Context: an optimization exercise on an open-source flow, tuned for small area, a short achievable clock period and few clock cycles. The choices shown serve that exercise and are no tape-out recipe.
The RTL was checked by simulation tests, not by an equivalence proof against the original design.

`design/flow/run.sh`:
```
#!/bin/bash
# synth_recipe.tcl (not shown) runs the flow's synth.tcl, then flattens the netlist and writes it again
# the make line also repeats each setting of config.mk as NAME=value (left out here)
make -C /OpenROAD-flow-scripts/flow DESIGN_CONFIG=/design/flow/config.mk WORK_HOME=/design/flow/orfs CLKGATE_MAP_FILE= SYNTH_SCRIPT=/design/flow/synth_recipe.tcl finish
```
`design/flow/constraint.sdc`:
```
create_clock -name core_clock -period 20.0 [get_ports {clk}]
set_input_delay 4.0000 -clock core_clock [delete_from_list [all_inputs] [get_ports {clk}]]
set_output_delay 4.0000 -clock core_clock [all_outputs]
set_load 0.01 [all_outputs]
```
`design/flow/design.v`:
```
module SORT_IP #(parameter IP_WIDTH = 8) (
    IN_character, IN_weight,
    OUT_character
);
input [IP_WIDTH*4-1:0]  IN_character;
input [IP_WIDTH*5-1:0]  IN_weight;
output reg [IP_WIDTH*4-1:0] OUT_character;
genvar a, b;
integer i,j;
wire [3:0] array_char [IP_WIDTH:0][IP_WIDTH - 1:0];
wire [4:0] array_weight [IP_WIDTH:0][IP_WIDTH - 1:0];
reg [3:0] temp_char;
reg [4:0] temp_weight;
generate
    for(a = 1; a <= IP_WIDTH; a = a + 1)begin
        assign array_char[0][a - 1] = IN_character[a*4 - 1 -: 4];
        assign array_weight[0][a - 1] = IN_weight[a*5 - 1 -: 5];
    end
    if(IP_WIDTH % 2 == 0)begin
        for(a = 0; a < IP_WIDTH; a = a + 1)begin
            if(a % 2 == 0)begin
                for(b = 0; b < IP_WIDTH - 1;b = b + 2)begin
                    assign array_weight[a + 1][b] = (array_weight[a][b] > array_weight[a][b + 1])? array_weight[a][b + 1] : array_weight[a][b];
                    assign array_weight[a + 1][b + 1] = (array_weight[a][b] > array_weight[a][b + 1])? array_weight[a][b] : array_weight[a][b + 1];
                    assign array_char[a + 1][b] = (array_weight[a][b] > array_weight[a][b + 1])? array_char[a][b + 1] : array_char[a][b];
                    assign array_char[a + 1][b + 1] = (array_weight[a][b] > array_weight[a][b + 1])? array_char[a][b] : array_char[a][b + 1];
                end
            end
            else begin
                assign array_weight[a + 1][0] = array_weight[a][0];
                assign array_weight[a + 1][IP_WIDTH - 1] = array_weight[a][IP_WIDTH - 1];
                assign array_char[a + 1][0] = array_char[a][0]; 
                assign array_char[a + 1][IP_WIDTH-1] = array_char[a][IP_WIDTH - 1];
                for(b = 1; b < IP_WIDTH - 1;b = b + 2)begin
                    assign array_weight[a + 1][b] = (array_weight[a][b] > array_weight[a][b + 1])? array_weight[a][b + 1] : array_weight[a][b];
                    assign array_weight[a + 1][b + 1] = (array_weight[a][b] > array_weight[a][b + 1])? array_weight[a][b] : array_weight[a][b + 1];
                    assign array_char[a + 1][b] = (array_weight[a][b] > array_weight[a][b + 1])? array_char[a][b + 1] : array_char[a][b] ;
                    assign array_char[a + 1][b + 1] = (array_weight[a][b] > array_weight[a][b + 1])? array_char[a][b] : array_char[a][b + 1];
                end
            end
        end
    end
    else begin
        for(a = 0; a < IP_WIDTH; a = a + 1)begin
            if(a % 2 == 0)begin
                assign array_weight[a + 1][IP_WIDTH - 1] = array_weight[a][IP_WIDTH - 1];
                assign array_char[a + 1][IP_WIDTH - 1] = array_char[a][IP_WIDTH - 1]; 
                for(b = 0; b < IP_WIDTH - 1;b = b + 2)begin
                    assign array_weight[a + 1][b] = (array_weight[a][b] > array_weight[a][b + 1])? array_weight[a][b + 1] : array_weight[a][b];
                    assign array_weight[a + 1][b + 1] = (array_weight[a][b] > array_weight[a][b + 1])? array_weight[a][b] : array_weight[a][b + 1];
                    assign array_char[a + 1][b] = (array_weight[a][b] > array_weight[a][b + 1])? array_char[a][b + 1] : array_char[a][b];
                    assign array_char[a + 1][b + 1] = (array_weight[a][b] > array_weight[a][b + 1])? array_char[a][b] : array_char[a][b + 1];
                end
            end
            else begin
                assign array_weight[a + 1][0] = array_weight[a][0];
                assign array_char[a + 1][0] = array_char[a][0]; 
                for(b = 1; b < IP_WIDTH - 1;b = b + 2)begin
                    assign array_weight[a + 1][b] = (array_weight[a][b] > array_weight[a][b + 1])? array_weight[a][b + 1] : array_weight[a][b];
                    assign array_weight[a + 1][b + 1] = (array_weight[a][b] > array_weight[a][b + 1])? array_weight[a][b] : array_weight[a][b + 1];
                    assign array_char[a + 1][b] = (array_weight[a][b] > array_weight[a][b + 1])? array_char[a][b + 1] : array_char[a][b] ;
                    assign array_char[a + 1][b + 1] = (array_weight[a][b] > array_weight[a][b + 1])? array_char[a][b] : array_char[a][b + 1];
                end
            end
        end
    end
    for(a = 1; a <= IP_WIDTH; a = a + 1)begin
        assign OUT_character[a*4-1 -: 4] = array_char[IP_WIDTH][a-1];
    end
endgenerate
endmodule
module HT_TOP(
    clk,
	rst_n,
	in_valid,
    in_weight, 
	out_mode,
    out_valid, 
	out_code
);
input clk, rst_n, in_valid, out_mode;
input [2:0] in_weight;
output reg out_valid, out_code;
parameter Input = 0;
parameter Sort_Huffman = 1;
parameter Huffman = 2;
parameter Out1 = 3;
parameter Out2 = 4;
parameter Out3 = 5;
parameter Out4 = 6;
parameter Out5 = 7;
integer i,j;
reg [4:0] array_weight    [7:0];
reg [4:0] array_weight_dff[7:0];
reg [7:0] Node    [7:0];
reg [7:0] Node_dff[7:0];
reg [3:0] count_8, count_8_dff;
reg [2:0] cur_state, nxt_state;
reg [6:0] huffman    [7:0];
reg [6:0] huffman_dff[7:0];
reg [3:0] length     [7:0];
reg [3:0] length_dff [7:0];
reg [31:0] IN_character;
wire [31:0] OUT_character;
reg [39:0] IN_weight;
reg out_valid_comb, out_code_comb, mode, mode_dff;
always @(posedge clk or negedge rst_n) begin
    if(!rst_n)begin
        cur_state <= 0;
        count_8_dff <= 0;
        mode_dff <= 0;
        Node_dff[7] <= 8'b1000_0000;
        Node_dff[6] <= 8'b0100_0000;
        Node_dff[5] <= 8'b0010_0000;
        Node_dff[4] <= 8'b0001_0000;
        Node_dff[3] <= 8'b0000_1000;
        Node_dff[2] <= 8'b0000_0100;
        Node_dff[1] <= 8'b0000_0010;
        Node_dff[0] <= 8'b0000_0001;
        for(i = 0; i <= 7; i = i + 1)begin
            length_dff[i] <= 0;
            huffman_dff[i] <= 0;
            array_weight_dff[i] <= 0;
        end
    end
    else begin
        cur_state <= nxt_state;
        count_8_dff <= count_8;
        mode_dff <= mode;
        for(i = 0; i <= 7; i = i + 1)begin
            huffman_dff[i] <= huffman[i];
            length_dff[i] <= length[i];
            Node_dff[i] <= Node[i]; 
            array_weight_dff[i] <= array_weight[i];
        end
    end
end
SORT_IP #(.IP_WIDTH(8)) I_SORT_IP(.IN_character(IN_character), .IN_weight(IN_weight), .OUT_character(OUT_character));
assign IN_character = { 4'd7, 4'd6, 4'd5, 4'd4, 4'd3, 4'd2, 4'd1, 4'd0};
assign IN_weight = {array_weight_dff[7], array_weight_dff[6], array_weight_dff[5], array_weight_dff[4], array_weight_dff[3], array_weight_dff[2], array_weight_dff[1], array_weight_dff[0]};
always @(*) begin
    if(cur_state == Input)begin
        out_code = 0;
        out_valid = 0;
        count_8 = 0;
        if(in_valid)begin
            count_8 = count_8_dff + 1;
        end
        if(count_8_dff == 7)begin
            nxt_state = Sort_Huffman;  
            count_8 = 7;   
        end
        else begin
            nxt_state = Input;
        end
    end
    else if(cur_state == Sort_Huffman)begin
        out_code = 0;
        out_valid = 0;
        nxt_state = Huffman;
        count_8 = count_8_dff - 1;
        if(count_8_dff == 0)begin
            nxt_state = Out1;
        end
        else begin
            nxt_state = Sort_Huffman;
        end
    end
    else if(cur_state == Out1)begin
        count_8 = 0;
        out_valid = 1;
        out_code = huffman_dff[3][6];
        if(length_dff[3] == 1)begin
            nxt_state = Out2;
        end
        else begin
            nxt_state = Out1;
        end
    end
    else if(cur_state == Out2)begin
        count_8 = 0;
        out_valid = 1;
        if(mode_dff == 0)begin
            out_code = huffman_dff[2][6];
            if(length_dff[2] == 1)begin
                nxt_state = Out3;
            end
            else begin
                nxt_state = Out2;
            end
        end
        else begin
            out_code = huffman_dff[5][6];
            if(length_dff[5] == 1)begin
                nxt_state = Out3;
            end
            else begin
                nxt_state = Out2;
            end
        end
    end
    else if(cur_state == Out3)begin
        count_8 = 0;
        out_valid = 1;
        if(mode_dff == 0)begin
            out_code = huffman_dff[1][6];
            if(length_dff[1] == 1)begin
                nxt_state = Out4;
            end
            else begin
                nxt_state = Out3;
            end
        end
        else begin
            out_code = huffman_dff[2][6];
            if(length_dff[2] == 1)begin
                nxt_state = Out4;
            end
            else begin
                nxt_state = Out3;
            end
        end
    end
    else if(cur_state == Out4)begin
        count_8 = 0;
        out_valid = 1;
        if(mode_dff == 0)begin
            out_code = huffman_dff[0][6];
            if(length_dff[0] == 1)begin
                nxt_state = Out5;
            end
            else begin
                nxt_state = Out4;
            end
        end
        else begin
            out_code = huffman_dff[7][6];
            if(length_dff[7] == 1)begin
                nxt_state = Out5;
            end
            else begin
                nxt_state = Out4;
            end
        end
    end
    else begin
        count_8 = 0;
        out_valid = 1;
        if(mode_dff == 0)begin
            out_code = huffman_dff[4][6];
            if(length_dff[4] == 1)begin
                nxt_state = Input;
            end
            else begin
                nxt_state = Out5;
            end
        end
        else begin
            out_code = huffman_dff[6][6];
            if(length_dff[6] == 1)begin
                nxt_state = Input;
            end
            else begin
                nxt_state = Out5;
            end
        end
    end
end
always @(*) begin
    if(cur_state == Input)begin
        for(i = 0; i < 8; i = i + 1)begin
            array_weight[i] = array_weight_dff[i];
        end
        mode = mode_dff;
        if(in_valid)begin
            for(i = 7; i > 0; i = i - 1)begin
                array_weight[i] = array_weight_dff[i - 1];
            end
            array_weight[0] = in_weight;
        end
        if(in_valid && count_8_dff == 0)begin
            mode = out_mode;
        end
    end
    else if(cur_state == Sort_Huffman)begin
        mode = mode_dff;
        for(i = 0; i < 8; i = i + 1)begin
            array_weight[i] = array_weight_dff[i];
        end
        if(count_8_dff == 7)begin
            for(i = 7; i >= 0; i = i - 1)begin
                case(OUT_character[(i + 1)*4 - 1 -: 4])
                    0:array_weight[i] = array_weight_dff[0];
                    1:array_weight[i] = array_weight_dff[1];
                    2:array_weight[i] = array_weight_dff[2];
                    3:array_weight[i] = array_weight_dff[3];
                    4:array_weight[i] = array_weight_dff[4];
                    5:array_weight[i] = array_weight_dff[5];
                    6:array_weight[i] = array_weight_dff[6];
                    7:array_weight[i] = array_weight_dff[7];
                    default:array_weight[i] = 0;
                endcase
            end
            array_weight[0] = 0;
            array_weight[1] = array_weight_dff[OUT_character[3:0]] + array_weight_dff[OUT_character[7:4]];
        end
        else if(count_8_dff == 6)begin
            for(i = 7; i >= 1; i = i - 1)begin
                case(OUT_character[(i + 1)*4 - 1 -: 4])
                    1:array_weight[i] = array_weight_dff[1];
                    2:array_weight[i] = array_weight_dff[2];
                    3:array_weight[i] = array_weight_dff[3];
                    4:array_weight[i] = array_weight_dff[4];
                    5:array_weight[i] = array_weight_dff[5];
                    6:array_weight[i] = array_weight_dff[6];
                    7:array_weight[i] = array_weight_dff[7];
                    default:array_weight[i] = 0;
                endcase
            end
            array_weight[1] = 0;
            array_weight[2] = array_weight_dff[OUT_character[7:4]] + array_weight_dff[OUT_character[11:8]];
        end
        else if(count_8_dff == 5)begin
            for(i = 7; i >= 2; i = i - 1)begin
                case(OUT_character[(i + 1)*4 - 1 -: 4])
                    2:array_weight[i] = array_weight_dff[2];
                    3:array_weight[i] = array_weight_dff[3];
                    4:array_weight[i] = array_weight_dff[4];
                    5:array_weight[i] = array_weight_dff[5];
                    6:array_weight[i] = array_weight_dff[6];
                    7:array_weight[i] = array_weight_dff[7];
                    default:array_weight[i] = 0;
                endcase
            end
            array_weight[2] = 0;
            array_weight[3] = array_weight_dff[OUT_character[11:8]] + array_weight_dff[OUT_character[15:12]];
        end
        else if(count_8_dff == 4)begin
            for(i = 7; i >= 3; i = i - 1)begin
                case(OUT_character[(i + 1)*4 - 1 -: 4])
                    3:array_weight[i] = array_weight_dff[3];
                    4:array_weight[i] = array_weight_dff[4];
                    5:array_weight[i] = array_weight_dff[5];
                    6:array_weight[i] = array_weight_dff[6];
                    7:array_weight[i] = array_weight_dff[7];
                    default:array_weight[i] = 0;
                endcase
            end
            array_weight[3] = 0;
            array_weight[4] = array_weight_dff[OUT_character[15:12]] + array_weight_dff[OUT_character[19:16]];
        end
        else if(count_8_dff == 3)begin
            for(i = 7; i >= 4; i = i - 1)begin
                case(OUT_character[(i + 1)*4 - 1 -: 4])
                    4:array_weight[i] = array_weight_dff[4];
                    5:array_weight[i] = array_weight_dff[5];
                    6:array_weight[i] = array_weight_dff[6];
                    7:array_weight[i] = array_weight_dff[7];
                    default:array_weight[i] = 0;
                endcase
            end
            array_weight[4] = 0;
            array_weight[5] = array_weight_dff[OUT_character[19:16]] + array_weight_dff[OUT_character[23:20]];
        end
        else if(count_8_dff == 2)begin
            for(i = 7; i >= 5; i = i - 1)begin
                case(OUT_character[(i + 1)*4 - 1 -: 4])
                    5:array_weight[i] = array_weight_dff[5];
                    6:array_weight[i] = array_weight_dff[6];
                    7:array_weight[i] = array_weight_dff[7];
                    default:array_weight[i] = 0;
                endcase
            end
            array_weight[5] = 0;
            array_weight[6] = array_weight_dff[OUT_character[23:20]] + array_weight_dff[OUT_character[27:24]];
        end
        else if(count_8_dff == 1)begin
            for(i = 0; i < 8; i = i + 1)begin
                array_weight[i] = array_weight_dff[i];
            end
        end
        else begin
            array_weight[6] = 0;
            array_weight[7] = 0;
        end
    end
    else begin
        for(i = 0; i < 8; i = i + 1)begin
            array_weight[i] = array_weight_dff[i];
        end
        mode = mode_dff;
    end
end
always @(*) begin
    if(cur_state == Sort_Huffman)begin
        for(i = 0 ; i < 8; i = i + 1)begin
            Node[i] = Node_dff[i];
            huffman[i] = huffman_dff[i];
            length[i] = length_dff[i];
        end
        if(count_8_dff == 7)begin
            for(i = 7 ; i >= 0 ; i = i - 1)begin
                case(OUT_character[(i + 1)*4 - 1 -: 4])
                    0:Node[i] = Node_dff[0];
                    1:Node[i] = Node_dff[1];
                    2:Node[i] = Node_dff[2];
                    3:Node[i] = Node_dff[3];
                    4:Node[i] = Node_dff[4];
                    5:Node[i] = Node_dff[5];
                    6:Node[i] = Node_dff[6];
                    7:Node[i] = Node_dff[7];
                    default:Node[i] = 0;
                endcase
            end
        end
        else if(count_8_dff == 6)begin
            for(i = 7; i >= 0; i = i - 1)begin
                if(Node_dff[0][i] == 1)begin
                    huffman[i] = huffman_dff[i] >> 1;
                    huffman[i][6] = 1'b1;
                    length[i] = length_dff[i] + 1;
                end
            end
            for(i = 7;i >= 0;i = i - 1)begin
                if(Node_dff[1][i] == 1)begin
                    huffman[i] = huffman_dff[i] >> 1;
                    huffman[i][6] = 1'b0;
                    length[i] = length_dff[i] + 1;
                end
            end
            Node[0] = 0;
            for(i = 7 ; i >= 1; i = i - 1)begin
                case(OUT_character[(i+1)*4 -1 -: 4])
                    7:Node[i] = Node_dff[7];
                    6:Node[i] = Node_dff[6];
                    5:Node[i] = Node_dff[5];
                    4:Node[i] = Node_dff[4];
                    3:Node[i] = Node_dff[3];
                    2:Node[i] = Node_dff[2];
                    1:Node[i] = Node_dff[0] | Node_dff[1];
                    default: Node[i] = 0;
                endcase
            end
        end
        else if(count_8_dff == 5)begin
            for(i = 7; i >= 0; i = i - 1)begin
                if(Node_dff[1][i] == 1)begin
                    huffman[i] = huffman_dff[i] >> 1;
                    huffman[i][6] = 1'b1;
                    length[i] = length_dff[i] + 1;
                end
            end
            for(i = 7; i >= 0; i = i - 1)begin
                if(Node_dff[2][i] == 1)begin
                    huffman[i] = huffman_dff[i] >> 1;
                    huffman[i][6] = 1'b0;
                    length[i] = length_dff[i] + 1;
                end
            end
            Node[1] = 0;
            for(i = 7 ; i >= 2; i = i - 1)begin
                case(OUT_character[(i+1)*4 -1 -: 4])
                    7:Node[i] = Node_dff[7];
                    6:Node[i] = Node_dff[6];
                    5:Node[i] = Node_dff[5];
                    4:Node[i] = Node_dff[4];
                    3:Node[i] = Node_dff[3];
                    2:Node[i] = Node_dff[2] | Node_dff[1];
                    default: Node[i] = 0;
                endcase
            end
        end
        else if(count_8_dff == 4)begin
            for(i = 7; i >= 0; i = i - 1)begin
                if(Node_dff[2][i] == 1)begin
                    huffman[i] = huffman_dff[i] >> 1;
                    huffman[i][6] = 1'b1;
                    length[i] = length_dff[i] + 1;
                end
            end
            for(i = 7; i >= 0; i = i - 1)begin
                if(Node_dff[3][i] == 1)begin
                    huffman[i] = huffman_dff[i] >> 1;
                    huffman[i][6] = 1'b0;
                    length[i] = length_dff[i] + 1;
                end
            end
            Node[2] = 0;
            for(i = 7;i >= 3; i = i - 1)begin
                case(OUT_character[(i+1)*4 -1 -: 4])
                    7:Node[i] = Node_dff[7];
                    6:Node[i] = Node_dff[6];
                    5:Node[i] = Node_dff[5];
                    4:Node[i] = Node_dff[4];
                    3:Node[i] = Node_dff[3] | Node_dff[2];
                    default: Node[i] = 0;
                endcase
            end
        end
        else if(count_8_dff == 3)begin
            for(i = 7; i >= 0; i = i - 1)begin
                if(Node_dff[3][i] == 1)begin
                    huffman[i] = huffman_dff[i] >> 1;
                    huffman[i][6] = 1'b1;
                    length[i] = length_dff[i] + 1;
                end
            end
            for(i = 7;i >= 0;i = i - 1)begin
                if(Node_dff[4][i] == 1)begin
                    huffman[i] = huffman_dff[i] >> 1;
                    huffman[i][6] = 1'b0;
                    length[i] = length_dff[i] + 1;
                end
            end
            Node[3] = 0;
            for(i = 7;i >= 4; i = i - 1)begin
                case(OUT_character[(i+1)*4 -1 -: 4])
                    7:Node[i] = Node_dff[7];
                    6:Node[i] = Node_dff[6];
                    5:Node[i] = Node_dff[5];
                    4:Node[i] = Node_dff[4] | Node_dff[3];
                    default: Node[i] = 0;
                endcase
            end
        end
        else if(count_8_dff == 2)begin
            for(i = 7; i >= 0;i = i - 1)begin
                if(Node_dff[4][i] == 1)begin
                    huffman[i] = huffman_dff[i] >> 1;
                    huffman[i][6] = 1'b1;
                    length[i] = length_dff[i] + 1;
                end
            end
            for(i = 7; i >= 0;i = i - 1)begin
                if(Node_dff[5][i] == 1)begin
                    huffman[i] = huffman_dff[i] >> 1;
                    huffman[i][6] = 1'b0;
                    length[i] = length_dff[i] + 1;
                end
            end
            Node[4] = 0;
            for(i = 7;i >= 5; i = i - 1)begin
                case(OUT_character[(i+1)*4 -1 -: 4])
                    7:Node[i] = Node_dff[7];
                    6:Node[i] = Node_dff[6];
                    5:Node[i] = Node_dff[5] | Node_dff[4];
                    default: Node[i] = 0;
                endcase
            end
        end
        else if(count_8_dff == 1)begin
            for(i = 7 ; i >= 0; i = i - 1)begin
                if(Node_dff[5][i] == 1)begin
                    huffman[i] = huffman_dff[i] >> 1;
                    huffman[i][6] = 1'b1;
                    length[i] = length_dff[i] + 1;
                end
            end
            for(i = 7; i >= 0;i = i - 1)begin
                if(Node_dff[6][i] == 1)begin
                    huffman[i] = huffman_dff[i] >> 1;
                    huffman[i][6] = 1'b0;
                    length[i] = length_dff[i] + 1;
                end
            end
            Node[5] = 0;
            if(array_weight_dff[7] < array_weight_dff[6])begin
                Node[7] = Node_dff[6] | Node_dff[5];
                Node[6] = Node_dff[7];
            end
            else begin
                Node[7] = Node_dff[7];
                Node[6] = Node_dff[6] | Node_dff[5]; 
            end
        end
        else if(count_8_dff == 0)begin
            for(i = 7 ; i >= 0; i = i - 1)begin
                if(Node_dff[7][i] == 1)begin
                    huffman[i] = huffman_dff[i] >> 1;
                    huffman[i][6] = 1'b0;
                    length[i] = length_dff[i] + 1;
                end
            end
            for(i = 7; i >= 0;i = i - 1)begin
                if(Node_dff[6][i] == 1)begin
                    huffman[i] = huffman_dff[i] >> 1;
                    huffman[i][6] = 1'b1;
                    length[i] = length_dff[i] + 1;
                end
            end
            Node[6] = 0;
            Node[7] = 0; 
        end
    end
    else if(cur_state == Out1)begin
        Node[7] = 8'b1000_0000;
        Node[6] = 8'b0100_0000;
        Node[5] = 8'b0010_0000;
        Node[4] = 8'b0001_0000;
        Node[3] = 8'b0000_1000;
        Node[2] = 8'b0000_0100;
        Node[1] = 8'b0000_0010;
        Node[0] = 8'b0000_0001;
        for(i = 0; i < 8;i = i + 1)begin
            huffman[i] = huffman_dff[i];
            length[i] = length_dff[i];
        end
        for(i = 6;i > 0; i = i - 1)begin
            huffman[3][i] = huffman_dff[3][i - 1];
        end
        huffman[3][0] = 0;
        length[3] = length_dff[3] - 1;
    end
    else if(cur_state == Out2)begin
        for(i = 0; i < 8;i = i + 1)begin
            huffman[i] = huffman_dff[i];
            length[i] = length_dff[i];
            Node[i] = Node_dff[i];
        end
        if(mode_dff == 0)begin
            for(i = 6;i > 0; i = i - 1)begin
                huffman[2][i] = huffman_dff[2][i - 1];
            end
            huffman[2][0] = 0;
            length[2] = length_dff[2] - 1;
        end
        else begin
            for(i = 6;i > 0; i = i - 1)begin
                huffman[5][i] = huffman_dff[5][i - 1];
            end
            huffman[5][0] = 0;
            length[5] = length_dff[5] - 1;
        end
    end
    else if(cur_state == Out3)begin
        for(i = 0; i < 8;i = i + 1)begin
            huffman[i] = huffman_dff[i];
            length[i] = length_dff[i];
            Node[i] = Node_dff[i];
        end
        if(mode_dff == 0)begin
            for(i = 6;i > 0; i = i - 1)begin
                huffman[1][i] = huffman_dff[1][i - 1];
            end
            huffman[1][0] = 0;
            length[1] = length_dff[1] - 1;
        end
        else begin
            for(i = 6;i > 0; i = i - 1)begin
                huffman[2][i] = huffman_dff[2][i - 1];
            end
            huffman[2][0] = 0;
            length[2] = length_dff[2] - 1;
        end
    end
    else if(cur_state == Out4)begin
        for(i = 0; i < 8;i = i + 1)begin
            huffman[i] = huffman_dff[i];
            length[i] = length_dff[i];
            Node[i] = Node_dff[i];
        end
        if(mode_dff == 0)begin
            for(i = 6;i > 0; i = i - 1)begin
                huffman[0][i] = huffman_dff[0][i - 1];
            end
            huffman[0][0] = 0;
            length[0] = length_dff[0] - 1;
        end
        else begin
            for(i = 6;i > 0; i = i - 1)begin
                huffman[7][i] = huffman_dff[7][i - 1];
            end
            huffman[7][0] = 0;
            length[7] = length_dff[7] - 1;
        end
    end
    else if(cur_state == Out5)begin
        for(i = 0; i < 8;i = i + 1)begin
            huffman[i] = huffman_dff[i];
            length[i] = length_dff[i];
            Node[i] = Node_dff[i];
        end
        if(mode_dff == 0)begin
            for(i = 6;i > 0; i = i - 1)begin
                huffman[4][i] = huffman_dff[4][i - 1];
            end
            huffman[4][0] = 0;
            length[4] = length_dff[4] - 1;
        end
        else begin
            for(i = 6;i > 0; i = i - 1)begin
                huffman[6][i] = huffman_dff[6][i - 1];
            end
            huffman[6][0] = 0;
            length[6] = length_dff[6] - 1;
        end
    end
    else begin
        for(i = 0; i < 8; i = i + 1)begin
            Node[i] = Node_dff[i];
            huffman[i] = 0;
            length[i] = 0;
        end
    end
end
endmodule
```
`design/flow/config.mk`:
```
export PLATFORM = sky130hd
export DESIGN_NAME = HT_TOP
export DESIGN_NICKNAME = HT_TOP
export VERILOG_FILES = /design/flow/design.v
export SDC_FILE = /design/flow/constraint.sdc
export NUM_CORES = 4
export LEC_CHECK = 0
export CAP_MARGIN = 20
export CELL_PAD_IN_SITES_DETAIL_PLACEMENT = 2
export CELL_PAD_IN_SITES_GLOBAL_PLACEMENT = 2
export CORE_MARGIN = 2
export CORE_UTILIZATION = 25
export PLACE_DENSITY = 0.3
export SLEW_MARGIN = 20
```
==> results.json <==
{
  "outcome": "timing/DRC/antenna clean",
  "drive_gt1_frac": 0.1198,
  "route.met3.wl_um": 9869,
  "hold_viol_final": 0,
  "cts-resized-gates": 0,
  "ant_nets": 0,
  "start_util": 0.2522,
  "clk_pin_slew_ns": 0.09,
  "grt.overflow.total": 0,
  "slew_viol_final": 0,
  "yosysSeqAreaShare": 0.1613,
  "fill_cells": 14350,
  "drt_iter0_markers": 3100,
  "wire_per_inst_um": 36.02,
  "gr-usage-all-layers": 0.3250,
  "drc": 0,
  "rsz0062_at_grt": "no",
  "relSlewSlack": 0.2643,
  "wl_met2_um": 99620,
  "cp_max_fo": 14,
  "setup_ws_ns": 1.010,
  "slowest_delay_ns": 0.66,
  "wirelength_um": 209600,
  "tritoncts": "done",
  "gp_congestion": 0.9551,
  "clock.fmax_ghz": 0.05266,
  "wl_met1_um": 88090,
  "die_h_um": 354.9,
  "clockRootBuffer": "clkbuf_16",
  "syn_area_sq_um": 30780,
  "htreeDepth": 4,
  "pre_cts_ws_ns": 0.7754,
  "synth_top_family_by_area": "compound AO/OA/AOI/OAI gates",
  "clockBufferDepth": 2,
  "synth_xor_area_frac": 0.008251,
  "crit_arrival_ns": 19.40,
  "fin_crit_sh": 0.9495,
  "synth-seq-cells": 198,
  "crit_required_ns": 20.41,
  "antenna_found_initial": 8,
  "critPathKind": "flop to flop",
  "hp-start": "length_dff[4][3]",
  "ys.flop_type": "dfrtp_1",
  "numClockSinks": 198,
  "top_layer": "met5",
  "post_cts_buffers": 0,
  "hold-path-cell-count": 1,
  "yosys.area_share.simple": 0.1892,
  "reg2regPathDepth": 62,
  "cp_common_cell": "ha_1",
  "ios": 9,
  "synth-adder-area-share": 0.08113,
  "area_growth_pct": 11.36,
  "first_global_vias": 39760,
  "synth-edff-count": 0,
  "synth-warning-count": 20,
  "synth_cell_types": 105,
  "synth_compound_area_frac": 0.3747,
  "grt_max_degree": 121,
  "worst_clock_skew_ns": 0.02767,
  "fp.dieW_um": 354.9,
  "synthCells": 4263,
  "worstMarginPinSlew_ns": 1.099,
  "grt_pass1_wl_um": 299500,
  "syn-mean-instance-area_sq_um": 7.221,
  "coreArea_sq_um": 122000,
  "hold-path-endpoint": "length_dff[4][3]",
  "worstSetupStartpointType": "flop",
  "min-delay-path-class": "flop to flop",
  "finalSetupViolations": 0,
  "async_flop_share": 1.000,
  "rrSetupSlack_ns": 1.01,
  "vias": 37420,
  "ctsHoldBuffers": 0,
  "cpMaxStageDelayCell": "dfrtp_1",
  "first_pass_iters": 6,
  "portBuffers": 8,
  "finalNetCount": 4382,
  "rows": 128,
  "finalCriticalPeriod_ns": 18.99,
  "cts_buffers": 17,
  "synthMuxAreaShare": 0.1158,
  "endpoint_kind": "flop",
  "max_cap_viol_count": 0,
  "timing.rr.end": "array_weight_dff[3][4]",
  "tns_ns": 0,
  "viasPerCell": 6.429,
  "r2r_start": "array_weight_dff[5][4]",
  "hpwl_um": 156500,
  "insertion_delay_ns": 0.56,
  "dieArea_sq_um": 126000
}
layer usage:
| layer | global-route usage | vias up |
|---|---|---|
| li1 | - | 16000 |
| met5 | 0 | - |
| met4 | 0.1714 | 4 |
| met3 | 0.04349 | 475 |
| met1 | 0.3999 | 19600 |
| met2 | 0.5509 | 1342 |
Yosys cell counts, types with 45 or more instances:
master / count / area share
a31oi_1: 56 / 0.011
a21oi_1: 364 / 0.059
mux2i_1: 248 / 0.081
o221ai_1: 47 / 0.013
dfrtp_1: 190 / 0.15
nor2_1: 398 / 0.049
a22o_1: 45 / 0.013
a22oi_1: 154 / 0.038
a21o_1: 46 / 0.011
nand3_1: 108 / 0.018
nor3_1: 93 / 0.015
inv_1: 157 / 0.019
a211oi_1: 60 / 0.015
mux2_2: 46 / 0.017
o211ai_1: 62 / 0.015
nand2_1: 395 / 0.048
buf_2: 56 / 0.0091
o21ai_0: 371 / 0.060
clkbuf_1: 304 / 0.037
ha_1: 190 / 0.077
o22ai_1: 50 / 0.010
cell usage in the layout (no fill, tap or decap), types with 88 or more instances in the layout:
master	n
a21oi_1	361
a22oi_1	154
buf_4	274
dfrtp_1	190
ha_1	190
inv_1	157
mux2i_1	248
nand2_1	391
nand3_1	108
nor2_1	389
nor3_1	88
o21ai_0	370
flip-flops by register name, indices dropped and copies added (netlist names):
signal            cells
count_8_dff           4
mode_dff              1
cur_state             3
huffman_dff          56
length_dff           32
Node_dff             64
array_weight_dff     38
final cells by class:
class                      count  area, sq um  area share
multi-input combinational   3519        23920      0.6978
tap                         1625         2033     0.05931
antenna                        3        7.507   0.0002190
clock inverter                12        151.4    0.004416
inverter                     158        593.1     0.01730
clock buffer                  20        436.7     0.01274
sequential                   198         4965      0.1448
timing repair buffer         285         2172     0.06336
worst max-delay path by stage:
stage,startpoint,endpoint,cells past startpoint
final,array_weight_dff[5][4],array_weight_dff[3][4],62
after global routing,array_weight_dff[5][4],array_weight_dff[3][4],65
after CTS,array_weight_dff[5][4],array_weight_dff[3][4],63
after detailed placement,array_weight_dff[5][3],array_weight_dff[3][4],63
after global placement,array_weight_dff[5][3],array_weight_dff[6][3],63
after floorplan,array_weight_dff[5][4],array_weight_dff[3][4],78
cells by family (layout without fill, tap and decap cells):
family | after synthesis | in the layout
flip-flops | 198 | 198
XOR/XNOR | 29 | 29
other | 1 | 5
AO/OA/AOI/OAI | 1700 | 1701
buffers and inverters | 548 | 475
multiplexers | 321 | 321
adder cells (fa/ha/maj) | 196 | 196
AND/OR/NAND/NOR | 1270 | 1270
through the flow:
| stage | cell area, sq um | instances | util | hold slack (ns) |
|---|---|---|---|---|
| global placement | 33630 | 5782 | 0.2756 | 0.4641 |
| floorplan | 30790 | 4264 | - | 0.4474 |
| detailed placement | 33640 | 5783 | 0.2757 | 0.4804 |
| finish | 34280 | 5820 | 0.2809 | 0.4940 |
| global route | 34270 | 5817 | 0.2808 | 0.5203 |
| CTS | 34230 | 5815 | 0.2805 | 0.4988 |
worst max-delay path, delay by kind of cell, from the launching register on:
family,cells,cell delay [ns]
compound gates,20,6.38
flops,1,0.66
simple gates,19,3.99
buf+inv,5,0.82
fa+ha+maj,10,3.29
mux,8,3.66
Testbench counts, summed over its fixed seeds: cycles 40,138.

## afterwards: timing with drivers on the ports
Ports are ideal in the flow. The routed layout listed here was re-timed in OpenROAD. Step 1 (the two cells are an assumption about what drives the block):
set clk [get_ports {clk}]
set_driving_cell -lib_cell sky130_fd_sc_hd__clkbuf_16 $clk
set_driving_cell -lib_cell sky130_fd_sc_hd__buf_2 [delete_from_list [all_inputs] $clk]
Step 2 adds t to the input delays and takes it off the output delays; t is the mean of the earliest and latest rising clock arrival at the registers after step 1. Input paths then give back, and output paths get back, about the clock's delay inside the block. Three values: ideal, step 1, step 2; two values: the first two.
t, ns: 0.619
setup slack, ns: 1.010 / 1.010 / 1.010
clock arrival spread, ns: 0.028 / 0.027
After both steps this run still meets setup and hold. The setup slack of this run moves by 0.000 ns with the drivers and by 0.000 ns with both steps.
